Source: an optimization exercise on an open RTL-to-GDS flow (aim: small area). Production flows keep margins and buffers that such runs may drop.
RTL that was checked went through simulation tests only; none was proved equivalent to the original.
The flow treats the clock pin as an ideal source. Dropping or thinning the clock tree relies on that and would not hold on a real chip.
Power figures rest on the tool's default switching activity, not on a simulated workload.

==> inputs of v7 <==
==> flow/design.v <==
`timescale 1ns / 1ps
module calc (
    input         clk,
    input         rst,       
    input  [15:0] buttons,   
    output [23:0] bcd,       
    output        neg        
);
  reg [15:0] pn;      
  reg [3:0]  k;       
  reg [23:0] X;       
  reg [23:0] R;       
  reg [23:0] W;       
  reg [5:0]  cnt;     
  reg        n;       
  reg        showR;   
  assign bcd = X;
  assign neg = showR & n;
  wire [15:0] e = buttons & pn;   
  reg [3:0] kc;
  always @* begin
    if      (e[3])  kc = 4'd0;
    else if (e[7])  kc = 4'd1;
    else if (e[6])  kc = 4'd2;
    else if (e[5])  kc = 4'd3;
    else if (e[11]) kc = 4'd4;
    else if (e[10]) kc = 4'd5;
    else if (e[9])  kc = 4'd6;
    else if (e[15]) kc = 4'd7;
    else if (e[14]) kc = 4'd8;
    else if (e[13]) kc = 4'd9;
    else if (e[2])  kc = 4'd10;
    else if (e[1])  kc = 4'd11;
    else if (e[0])  kc = 4'd12;
    else if (e[4])  kc = 4'd13;
    else if (e[8])  kc = 4'd14;
    else            kc = 4'd15;
  end
  wire isdig = ~(k[3] & (k[2] | k[1]));
  wire isbs  = (k == 4'd10);
  wire isdiv = (k == 4'd15);
  function lt(input [5:0] a, input [5:0] b);
    integer j;
    reg r;
    begin
      r = 1'b0;
      for (j = 0; j < 6; j = j + 1)
        r = (~a[j] & b[j]) | (~(a[j] ^ b[j]) & r);
      lt = r;
    end
  endfunction
  localparam A0 = 2'd0, AK = 2'd1, AR = 2'd2, AW = 2'd3;
  reg [1:0] as;
  reg xe, za, g, inv, b10, dd;
  reg rshl, rinw, wshl, wlx, wrot;
  wire arith = ~isdig & ~isbs;         
  wire sub   = (k == 4'd13);
  wire loop  = ~cnt[5] & (cnt[4] | cnt[3]);
  wire ddph  = cnt[5] & (cnt[4] | cnt[3]);
  wire skip  = (cnt == 6'd1) & isdig & ~(showR | X[23:20] == 4'd0);
  always @* begin
    as = A0; xe = 1'b1; za = 1'b0; g = 1'b0; inv = 1'b0; b10 = 1'b0; dd = 1'b0;
    rshl = 1'b0; rinw = 1'b0; wshl = 1'b0; wlx = 1'b0; wrot = 1'b0;
    if (rst) begin
      za = 1'b1; rshl = 1'b1; wlx = 1'b1;
    end else if (cnt == 6'd0 || skip) begin
      xe = 1'b0;   
    end else if (loop) begin
      rshl = 1'b1;
      if (isdig) begin
        as = cnt[4] & cnt[3] & cnt[2] ? AK : A0;
        g = cnt[4] & cnt[3] & cnt[2] & ~cnt[0];
      end else if (isbs) begin
        as = AW; g = 1'b1; b10 = 1'b1; inv = ~X[23]; wshl = 1'b1;
      end else if (isdiv) begin
        as = AR; g = 1'b1; inv = ~X[23];
      end else if (k[1]) begin
        g = R[23] & k[2];   
      end else begin
        as = AR; g = (cnt[4:0] == 5'd31); inv = (sub ^ n) & g;
      end
    end else if (ddph) begin
      dd = 1'b1; as = isdiv ? AR : AW; wshl = 1'b1; wrot = ~arith;
      rshl = 1'b1; rinw = arith & ~isdiv;
    end else if (cnt[5] & (cnt[2:0] == 3'd1)) begin
      g = 1'b1; inv = W[23];
    end else begin
      za = 1'b1;
      if (cnt[5])
        wlx = (cnt[2:0] == 3'd2) | ((cnt[2:0] == 3'd0) & ~(isbs | isdiv));
    end
  end
  reg a0;
  always @* begin
    case (as)
      AK: a0 = cnt[1] ? (cnt[0] ? k[0] : k[1]) : (cnt[0] ? k[2] : k[3]);   
      AR: a0 = R[23];
      AW: a0 = W[23];
      default: a0 = 1'b0;
    endcase
  end
  wire [23:0] ddb;
  genvar i;
  generate
    for (i = 0; i < 6; i = i + 1) begin : ddm
      wire m = dd & (X[4*i+3] | (X[4*i+2] & (X[4*i+1] | X[4*i])));
      assign ddb[4*i+:4] = {1'b0, m, m, 1'b0};
    end
  endgenerate
  wire [23:0] bop = (((b10 ? 24'd10 : W) & {24{g}}) | ddb) ^ {24{inv}};
  wire [23:0] aop = {X[22:0] & {23{~za}}, a0};
  wire [24:0] c;
  wire [23:0] sum;
  assign c[0] = inv;
  generate
    for (i = 0; i < 24; i = i + 1) begin : fa
      assign sum[i] = aop[i] ^ bop[i] ^ c[i];
      assign c[i+1] = (aop[i] & bop[i]) | (c[i] & (aop[i] ^ bop[i]));
    end
  endgenerate
  wire q = ~sum[23];
  wire [5:0] cinc;
  wire [6:0] cc;
  assign cc[0] = 1'b1;
  generate
    for (i = 0; i < 6; i = i + 1) begin : inc
      assign cinc[i] = cnt[i] ^ cc[i];
      assign cc[i+1] = cnt[i] & cc[i];
    end
  endgenerate
  wire rin = rst ? 1'b0 : ddph ? (rinw ? W[23] : R[23]) : (isdiv ? q : R[23]);
  always @(posedge clk) begin
    pn <= ~buttons | {16{rst}};   
    if (rst) begin
      cnt <= 6'd0;
      showR <= 1'b0;
      n <= 1'b0;
    end else begin
      if (cnt == 6'd32) showR <= n ^ (X[23] & ~isdiv);
      if (ddph & arith) n <= (n & (cnt != 6'd40)) | (rin & (showR | (cnt == 6'd40)));
      if (cnt == 6'd0) begin
        if (e != 16'd0) begin
          k <= kc;
          cnt <= 6'd1;
        end
      end else
        cnt <= skip ? 6'd0 : cinc;
      if (cnt == 6'd32 && isdiv && R[23] && R[22]) k[0] <= 1'b0;   
      if (cnt == 6'd63) showR <= arith;
    end
    if (xe) X <= sum;
    if (rshl) R <= {R[22:0], rin};
    if (wlx) W <= X;
    else if (wshl) W <= {W[22:0], dd ? (wrot & W[23]) : q};
  end
endmodule
==> flow/flow/run.sh <==
#!/bin/bash
set -euo pipefail
work="$(pwd)"
export CALC_WORK="$work"
export CALC_ABC_SCRIPT="$work/flow/area.abc"
export BUFFER_PORTS_ARGS="-buffer_cell sky130_fd_sc_hd__buf_1"
export PRE_CTS_TCL="$work/flow/mancts.tcl"
sed "s|SYNTH_SCRIPT=[^ ]*|SYNTH_SCRIPT=$work/flow/synth.tcl|" standard.sh > calc_standard.sh
grep -q "SYNTH_SCRIPT=$work/flow/synth.tcl" calc_standard.sh
bash calc_standard.sh > standard.log 2>&1
==> flow/flow/area.abc <==
&get -n
&st
&deepsyn -T 20
&dch -f
&nf -R 1000 -p
&put
==> flow/flow/mancts.tcl <==
# Run before the CTS step (PRE_CTS_TCL).
# 1. Combinational cells that synthesis gave a drive strength above 1 are
#    set back to their smallest drive strength (the slack is large; the
#    global-route step repairs any slew or load limit this breaks).
#    Flip-flops and buffers of the clock tree are left as they are.
set mancts_ngroups 4
set mancts_buf sky130_fd_sc_hd__clkbuf_16

proc mancts_downsize {} {
  set db [ord::get_db]
  set block [ord::get_db_block]
  set n 0
  foreach inst [$block getInsts] {
    set name [[$inst getMaster] getName]
    if {![regexp {^(sky130_fd_sc_hd__[a-z0-9]+)_([0-9]+)$} $name -> base size]} { continue }
    if {$size <= 1} { continue }
    if {[regexp {df|dl|clkbuf|tap|fill|decap|conb} $base]} { continue }
    foreach s {1 0} {
      set m [$db findMaster ${base}_$s]
      if {$m != "NULL" && $m != ""} {
        $inst swapMaster $m
        incr n
        break
      }
    }
  }
  puts "mancts: $n cells set to drive strength 1"
}

proc mancts_build {ngroups bufname} {
  set block [ord::get_db_block]
  set clk_net [$block findNet clk]
  set sinks {}
  foreach it [$clk_net getITerms] {
    set loc [[$it getInst] getLocation]
    lappend sinks [list $it [lindex $loc 0] [lindex $loc 1]]
  }
  set sorted [lsort -integer -index 1 $sinks]
  set n [llength $sorted]
  set groups {}
  if {$ngroups == 4} {
    set h [expr {$n / 2}]
    foreach half [list [lrange $sorted 0 [expr {$h - 1}]] [lrange $sorted $h end]] {
      set s2 [lsort -integer -index 2 $half]
      set m [expr {[llength $s2] / 2}]
      lappend groups [lrange $s2 0 [expr {$m - 1}]] [lrange $s2 $m end]
    }
  } else {
    for {set g 0} {$g < $ngroups} {incr g} {
      set a [expr {$g * $n / $ngroups}]
      set b [expr {($g + 1) * $n / $ngroups - 1}]
      lappend groups [lrange $sorted $a $b]
    }
  }
  set master [[ord::get_db] findMaster $bufname]
  set i 0
  foreach grp $groups {
    set buf [odb::dbInst_create $block $master "mancts_buf_$i"]
    set net [odb::dbNet_create $block "mancts_net_$i"]
    $net setSigType CLOCK
    set sx 0
    set sy 0
    foreach s $grp {
      set sx [expr {$sx + [lindex $s 1]}]
      set sy [expr {$sy + [lindex $s 2]}]
    }
    set cx [expr {$sx / [llength $grp]}]
    set cy [expr {$sy / [llength $grp]}]
    $buf setLocation $cx $cy
    $buf setPlacementStatus PLACED
    [$buf findITerm A] connect $clk_net
    [$buf findITerm X] connect $net
    foreach s $grp {
      set it [lindex $s 0]
      $it disconnect
      $it connect $net
    }
    puts "mancts: buffer $i drives [llength $grp] sinks at ($cx, $cy)"
    incr i
  }
}

mancts_downsize
mancts_build $mancts_ngroups $mancts_buf
rename clock_tree_synthesis mancts_orig_cts
proc clock_tree_synthesis {args} {
  puts "mancts: clock_tree_synthesis $args skipped"
}
==> flow/flow/synth.tcl <==
# Synthesis: the standard flow's own synthesis script (synth_recipe.tcl in the work
# folder, which runs ORFS's synth.tcl with Yosys's fsm and share passes
# off), unchanged except that the ABC step that maps the logic to cells
# uses flow/area.abc (area-oriented: deep AIG synthesis, then area mapping)
# in place of ORFS's speed script. Flip-flops are mapped before this step,
# so the registers, their names and their cells stay as the standard
# synthesis makes them.
proc abc {args} {
  set i [lsearch -exact $args -script]
  if {$i >= 0} {
    lset args [expr {$i + 1}] $::env(CALC_ABC_SCRIPT)
  }
  yosys abc {*}$args
}
source $::env(CALC_WORK)/synth_recipe.tcl
==> flow/standard.sh <==
#!/bin/bash
# synth_recipe.tcl (not shown) runs the flow's synth.tcl, then flattens the netlist and writes it again
# the make line also repeats each setting of config.mk as NAME=value (left out here)
make -C /OpenROAD-flow-scripts/flow DESIGN_CONFIG=/design/flow/config.mk WORK_HOME=/design/flow/orfs CLKGATE_MAP_FILE= SYNTH_SCRIPT=/design/flow/synth_recipe.tcl "${@:-finish}"
==> flow/config.mk <==
export PLATFORM = sky130hd
export DESIGN_NAME = calc
export DESIGN_NICKNAME = calc
export VERILOG_FILES = /design/flow/design.v
export SDC_FILE = /design/flow/constraint.sdc
export NUM_CORES = 4
export LEC_CHECK = 0
export CAP_MARGIN = 20
export CORE_MARGIN = 2
export CORE_UTILIZATION = 70
export SLEW_MARGIN = 20
==> flow/constraint.sdc <==
create_clock -name core_clock -period 150.0 [get_ports {clk}]
set_input_delay 30.0000 -clock core_clock [delete_from_list [all_inputs] [get_ports {clk}]]
set_output_delay 30.0000 -clock core_clock [all_outputs]
set_load 0.01 [all_outputs]
==> v24 (differences from v7) <==
--- a/flow/design.v
+++ b/flow/design.v
@@ -8,3 +8,3 @@
 );
-  reg [15:0] pn;      
+  reg [15:0] p;       
   reg [3:0]  k;       
@@ -14,7 +14,7 @@
   reg [5:0]  cnt;     
-  reg        n;       
+  reg        s;       
   reg        showR;   
   assign bcd = X;
-  assign neg = showR & n;
-  wire [15:0] e = buttons & pn;   
+  assign neg = showR & (R[23] | (s & (R != 24'd0)));
+  wire [15:0] e = buttons & ~p;
   reg [3:0] kc;
@@ -55,2 +55,3 @@
   reg rshl, rinw, wshl, wlx, wrot;
+  reg flips, sets;
   wire arith = ~isdig & ~isbs;         
@@ -63,2 +64,3 @@
     rshl = 1'b0; rinw = 1'b0; wshl = 1'b0; wlx = 1'b0; wrot = 1'b0;
+    flips = 1'b0; sets = 1'b0;
     if (rst) begin
@@ -79,3 +81,3 @@
       end else begin
-        as = AR; g = (cnt[4:0] == 5'd31); inv = (sub ^ n) & g;
+        as = AR; g = (cnt[4:0] == 5'd31); inv = (sub ^ s) & g;
       end
@@ -88,4 +90,7 @@
       za = 1'b1;
-      if (cnt[5])
+      if (cnt[5]) begin
         wlx = (cnt[2:0] == 3'd2) | ((cnt[2:0] == 3'd0) & ~(isbs | isdiv));
+        flips = (cnt[2:0] == 3'd0) & X[23] & ~(isbs | isdiv);
+      end else
+        sets = isdiv & R[23];
     end
@@ -132,10 +137,8 @@
   always @(posedge clk) begin
-    pn <= ~buttons | {16{rst}};   
+    p <= rst ? 16'd0 : buttons;
     if (rst) begin
       cnt <= 6'd0;
+      s <= 1'b0;
       showR <= 1'b0;
-      n <= 1'b0;
     end else begin
-      if (cnt == 6'd32) showR <= n ^ (X[23] & ~isdiv);
-      if (ddph & arith) n <= (n & (cnt != 6'd40)) | (rin & (showR | (cnt == 6'd40)));
       if (cnt == 6'd0) begin
@@ -149,2 +152,4 @@
       if (cnt == 6'd63) showR <= arith;
+      if (flips) s <= ~s;
+      if (sets) s <= 1'b1;
     end
==> flow/flow/run.sh (replaced) <==
#!/bin/bash
# The standard layout (the standard.sh, unchanged synthesis, floorplan,
# power grid and routing), with two settings changed:
# - the port buffers that placement inserts are buf_1 cells;
# - clock tree synthesis uses clkbuf_8 buffers, clusters of up to 25 sinks
#   and no dummy loads.
set -euo pipefail
export BUFFER_PORTS_ARGS="-buffer_cell sky130_fd_sc_hd__buf_1"
export CTS_ARGS="-repair_clock_nets -dont_use_dummy_load -buf_list sky130_fd_sc_hd__clkbuf_8"
bash standard.sh > standard.log 2>&1
removed: flow/flow/area.abc
removed: flow/flow/mancts.tcl
removed: flow/flow/synth.tcl
==> comparison <==
- Of v24 and v7, v24 has the higher via count (gap about 14%, measured against v7).
- In v24 the area after synthesis is higher than in v7, by about 9%.
- Between v24 and v7, the lower die area is in v7 (gap about 9%, measured against v7).
- Between v24 and v7, the lower design area is in v7 (gap about 7%, measured against v7).
- Critical path depth: v7 is higher than v24 (2).
==> figures <==
metric	v24	v7
Status	finished clean	finished clean
CP max stage delay	0.64 ns	0.97 ns
Met3 routed WL	701 um	454 um
# placed instances	609	550
CP Max Fanout	29	26
Final wirelength	10.5 mm	9.40 mm
Die X-Extent	91.6 um	87.9 um
Combinational-cell power consumption	9.13 uW	31.1 uW
Sequential cell area fraction in the yosys report	0.514	0.561
Standard cell core area	7330 sq um	6790 sq um
Path depth of the worst reg2reg path	34	35
Layout-to-synthesis area ratio	1.067x	1.085x
No functional check of the RTL was part of v7. In v7 the design's own scripts or RTL, not TritonCTS, make the clock network.

==> willow: inputs <==
Another version of the RTL of calc (not shown whole).
// calc
module calc (
    input         clk,
    input         rst,       
    input  [15:0] buttons,   
    output [23:0] bcd,       
    output        neg        
);
clock: 150.0 ns
lec_check: 0
cap_margin: 20
core_margin: 2
core_utilization: 40
slew_margin: 20
run.sh (not shown) runs the stock make flow with config.mk's settings and CLKGATE_MAP_FILE= SYNTH_SCRIPT=/design/flow/synth_recipe.tcl, a recipe that flattens the netlist after the stock synthesis.
Stock flow here: none of the scripts above is used.
==> inputs of tundra, as changes to willow <==
==> flow/design.v (replaced) <==
`timescale 1ns / 1ps
module calc (
    input         clk,
    input         rst,       
    input  [15:0] buttons,   
    output [23:0] bcd,       
    output        neg        
);
  reg [15:0] p;       
  reg [3:0]  k;       
  reg [23:0] X;       
  reg [23:0] R;       
  reg [23:0] W;       
  reg [5:0]  cnt;     
  reg        s;       
  reg        showR;   
  assign bcd = X;
  assign neg = showR & (R[23] | (s & (R != 24'd0)));
  wire [15:0] e = buttons & ~p;
  reg [3:0] kc;
  always @* begin
    if      (e[3])  kc = 4'd0;
    else if (e[7])  kc = 4'd1;
    else if (e[6])  kc = 4'd2;
    else if (e[5])  kc = 4'd3;
    else if (e[11]) kc = 4'd4;
    else if (e[10]) kc = 4'd5;
    else if (e[9])  kc = 4'd6;
    else if (e[15]) kc = 4'd7;
    else if (e[14]) kc = 4'd8;
    else if (e[13]) kc = 4'd9;
    else if (e[2])  kc = 4'd10;
    else if (e[1])  kc = 4'd11;
    else if (e[0])  kc = 4'd12;
    else if (e[4])  kc = 4'd13;
    else if (e[8])  kc = 4'd14;
    else            kc = 4'd15;
  end
  wire isdig = ~(k[3] & (k[2] | k[1]));
  wire isbs  = (k == 4'd10);
  wire issub = (k == 4'd13);
  wire ismul = (k == 4'd14);
  wire isdiv = (k == 4'd15);
  function lt(input [5:0] a, input [5:0] b);
    integer j;
    reg r;
    begin
      r = 1'b0;
      for (j = 0; j < 6; j = j + 1)
        r = (~a[j] & b[j]) | (~(a[j] ^ b[j]) & r);
      lt = r;
    end
  endfunction
  localparam A0 = 2'd0, AK = 2'd1, AR = 2'd2, AW = 2'd3;
  localparam RQ = 2'd0, RR = 2'd1, RW = 2'd2, R0 = 2'd3;
  reg [1:0] as, ri;
  reg xe, za, g, inv, b10, dd;
  reg rshl, wshl, wlx, wrot;
  reg last, flips, sets, setshw, shw, kmul;
  always @* begin
    as = A0; ri = RQ; xe = 1'b0; za = 1'b0; g = 1'b0; inv = 1'b0; b10 = 1'b0; dd = 1'b0;
    rshl = 1'b0; wshl = 1'b0; wlx = 1'b0; wrot = 1'b0;
    last = 1'b0; flips = 1'b0; sets = 1'b0; setshw = 1'b0; shw = 1'b0; kmul = 1'b0;
    if (rst) begin
      xe = 1'b1; za = 1'b1; rshl = 1'b1; ri = R0; wlx = 1'b1;
    end else if (cnt == 6'd0) begin
    end else if (isdig) begin
      if (cnt == 6'd1) begin
        if (!(showR || X[23:20] == 4'd0)) last = 1'b1;
        else begin xe = 1'b1; za = 1'b1; end
      end else if (lt(cnt, 6'd6)) begin
        xe = 1'b1; as = AK; g = ~cnt[0];
      end else if (cnt == 6'd6) begin
        wlx = 1'b1; xe = 1'b1; za = 1'b1;
      end else begin
        xe = 1'b1; dd = 1'b1; as = AW; wshl = 1'b1; wrot = 1'b1;
        if (cnt == 6'd30) begin last = 1'b1; setshw = 1'b1; end
      end
    end else if (isbs) begin
      if (cnt == 6'd1) begin xe = 1'b1; za = 1'b1; end
      else if (lt(cnt, 6'd26)) begin
        xe = 1'b1; as = AW; g = 1'b1; b10 = 1'b1; inv = ~X[23]; wshl = 1'b1;
      end else if (cnt == 6'd26) begin xe = 1'b1; za = 1'b1; end
      else begin
        xe = 1'b1; dd = 1'b1; as = AW; wshl = 1'b1; wrot = 1'b1;
        if (cnt == 6'd50) begin last = 1'b1; setshw = 1'b1; end
      end
    end else if (isdiv) begin
      if (cnt == 6'd1) begin
        xe = 1'b1; za = 1'b1; sets = R[23];
      end else if (lt(cnt, 6'd26)) begin
        xe = 1'b1; as = AR; g = 1'b1; inv = ~X[23]; rshl = 1'b1;
      end else if (cnt == 6'd26) begin
        xe = 1'b1; za = 1'b1; kmul = R[23] & R[22];
      end else begin
        xe = 1'b1; dd = 1'b1; as = AR; rshl = 1'b1; ri = RR; wshl = 1'b1;
        if (cnt == 6'd50) begin last = 1'b1; setshw = 1'b1; shw = 1'b1; end
      end
    end else begin
      if (cnt == 6'd1) begin xe = 1'b1; za = 1'b1; end
      else if (lt(cnt, 6'd26)) begin
        xe = 1'b1; rshl = 1'b1;
        if (k[1]) g = R[23] & k[2];
        else begin
          as = AR;
          g = (cnt == 6'd25);
          inv = (issub ^ s) & g;
        end
      end else if (cnt == 6'd26) begin
        wlx = 1'b1; xe = 1'b1; za = 1'b1; flips = X[23];
      end else if (cnt == 6'd27) begin
        xe = 1'b1; g = 1'b1; inv = W[23];
      end else if (cnt == 6'd28) begin
        wlx = 1'b1; xe = 1'b1; za = 1'b1;
      end else begin
        xe = 1'b1; dd = 1'b1; as = AW; wshl = 1'b1; rshl = 1'b1; ri = RW;
        if (cnt == 6'd52) begin last = 1'b1; setshw = 1'b1; shw = 1'b1; end
      end
    end
  end
  reg a0;
  always @* begin
    case (as)
      AK: a0 = cnt[1] ? (cnt[0] ? k[2] : k[3]) : (cnt[0] ? k[0] : k[1]);
      AR: a0 = R[23];
      AW: a0 = W[23];
      default: a0 = 1'b0;
    endcase
  end
  wire [23:0] ddb;
  genvar i;
  generate
    for (i = 0; i < 6; i = i + 1) begin : ddm
      wire m = dd & (X[4*i+3] | (X[4*i+2] & (X[4*i+1] | X[4*i])));
      assign ddb[4*i+:4] = {1'b0, m, m, 1'b0};
    end
  endgenerate
  wire [23:0] bop = (((b10 ? 24'd10 : W) & {24{g}}) | ddb) ^ {24{inv}};
  wire [23:0] aop = {X[22:0] & {23{~za}}, a0};
  wire [24:0] c;
  wire [23:0] sum;
  assign c[0] = inv;
  generate
    for (i = 0; i < 24; i = i + 1) begin : fa
      assign sum[i] = aop[i] ^ bop[i] ^ c[i];
      assign c[i+1] = (aop[i] & bop[i]) | (c[i] & (aop[i] ^ bop[i]));
    end
  endgenerate
  wire q = ~sum[23];
  wire [5:0] cinc;
  wire [6:0] cc;
  assign cc[0] = 1'b1;
  generate
    for (i = 0; i < 6; i = i + 1) begin : inc
      assign cinc[i] = cnt[i] ^ cc[i];
      assign cc[i+1] = cnt[i] & cc[i];
    end
  endgenerate
  reg rin;
  always @* begin
    case (ri)
      RQ: rin = q;
      RR: rin = R[23];
      RW: rin = W[23];
      default: rin = 1'b0;
    endcase
  end
  always @(posedge clk) begin
    p <= rst ? 16'd0 : buttons;
    if (rst) begin
      cnt <= 6'd0;
      s <= 1'b0;
      showR <= 1'b0;
    end else begin
      if (cnt == 6'd0) begin
        if (e != 16'd0) begin
          k <= kc;
          cnt <= 6'd1;
        end
      end else
        cnt <= last ? 6'd0 : cinc;
      if (kmul) k[0] <= 1'b0;
      if (setshw) showR <= shw;
      if (flips) s <= ~s;
      if (sets) s <= 1'b1;
    end
    if (xe) X <= sum;
    if (rshl) R <= {R[22:0], rin};
    if (wlx) W <= X;
    else if (wshl) W <= {W[22:0], wrot ? W[23] : (as == AW && !dd) ? q : 1'b0};
  end
endmodule
==> comparison table <==
                                                                                                                      tundra                            willow
Outcome                                                                                               complete, no violations           complete, no violations
Worst-skew pair later-pin latency                                                                                     0.35 ns                           0.36 ns
Routability congestion estimate                                                                                         0.911                             0.952
Worst-case setup slack after placement                                                                              108.21 ns                         117.78 ns
Proportion of netlist area held by the largest area contributor                                                         40.7%                             24.1%
PwrDens                                                                                                          12.3 nW/um^2                      13.2 nW/um^2
Slew headroom                                                                                                           39.6%                             42.4%
Synth Area in Simple Gates                                                                                              16.4%                             19.8%
Clock Network Area Fraction                                                                                             4.39%                             3.90%
Sum of buffers and inverters on the critical path                                                                           3                                 1
Cell at the slowest stage of the critical path                                                       sky130_fd_sc_hd__o32ai_1  sky130_fd_sc_hd__clkdlybuf4s50_1
Library cell with the highest instance count after synthesis                                        sky130_fd_sc_hd__edfxtp_1          sky130_fd_sc_hd__nand2_1
Slew at the pin closest to its max-slew limit                                                                        0.906 ns                          0.842 ns
Synth Area in Compound Gates                                                                                            10.9%                             17.9%
Core area                                                                                                         13800 sq um                       15900 sq um
Arithmetic-cell share of the synthesized area counting full adders, half adders and majority gates                      9.40%                             8.14%
Share of power burned in the clock network                                                                              28.3%                             23.6%
Share of the cycle needed by the critical path after routing                                                            27.6%                             21.4%
#MultiIn Comb                                                                                                             347                               512
Vias after detailed routing                                                                                              3936                              5291
Routed WL                                                                                                            12100 um                          16500 um
Crit path required time                                                                                             150.09 ns                         120.00 ns
Die outline width                                                                                                      122 um                            131 um
Bufs w/o clock                                                                                                             49                                46
Detailed-router iteration count before antenna repair                                                                       6                                 7

port drivers added, routing unchanged:
The flow's constraints put no driver on any port. The routed layouts listed below were extracted and timed again, unchanged, in two steps.
Step 1 sets driving cells, clkbuf_16 on the clock port and buf_2 on the other inputs (assumed; they add their load-dependent delay and slew).
Step 2 adds t to the input delays and takes it off the output delays; t is the mean of the earliest and latest rising clock arrival at the registers after step 1. Input paths then give back, and output paths get back, about the clock's delay inside the block.
a / b / c = ideal ports / drivers / drivers and shift; a / b = the first two.
| run | t, ns | slack for setup (ns) | hold WS [ns] |
|---|---|---|---|
| v7 | 0.230 | 106.655 / 106.713 / 106.483 | 0.426 / 0.426 / 0.426 |
| v24 | 0.385 | 108.585 / 108.597 / 108.212 | 0.457 / 0.457 / 0.457 |
| willow | 0.394 | 117.867 / 117.828 / 117.797 | 0.560 / 0.560 / 0.560 |
| tundra | 0.387 | 108.555 / 108.569 / 108.183 | 0.451 / 0.451 / 0.451 |
After both steps every run listed still meets setup and hold. For v24, which loses most, drivers alone change the setup slack by +0.012 ns; drivers and shift together by -0.373 ns.
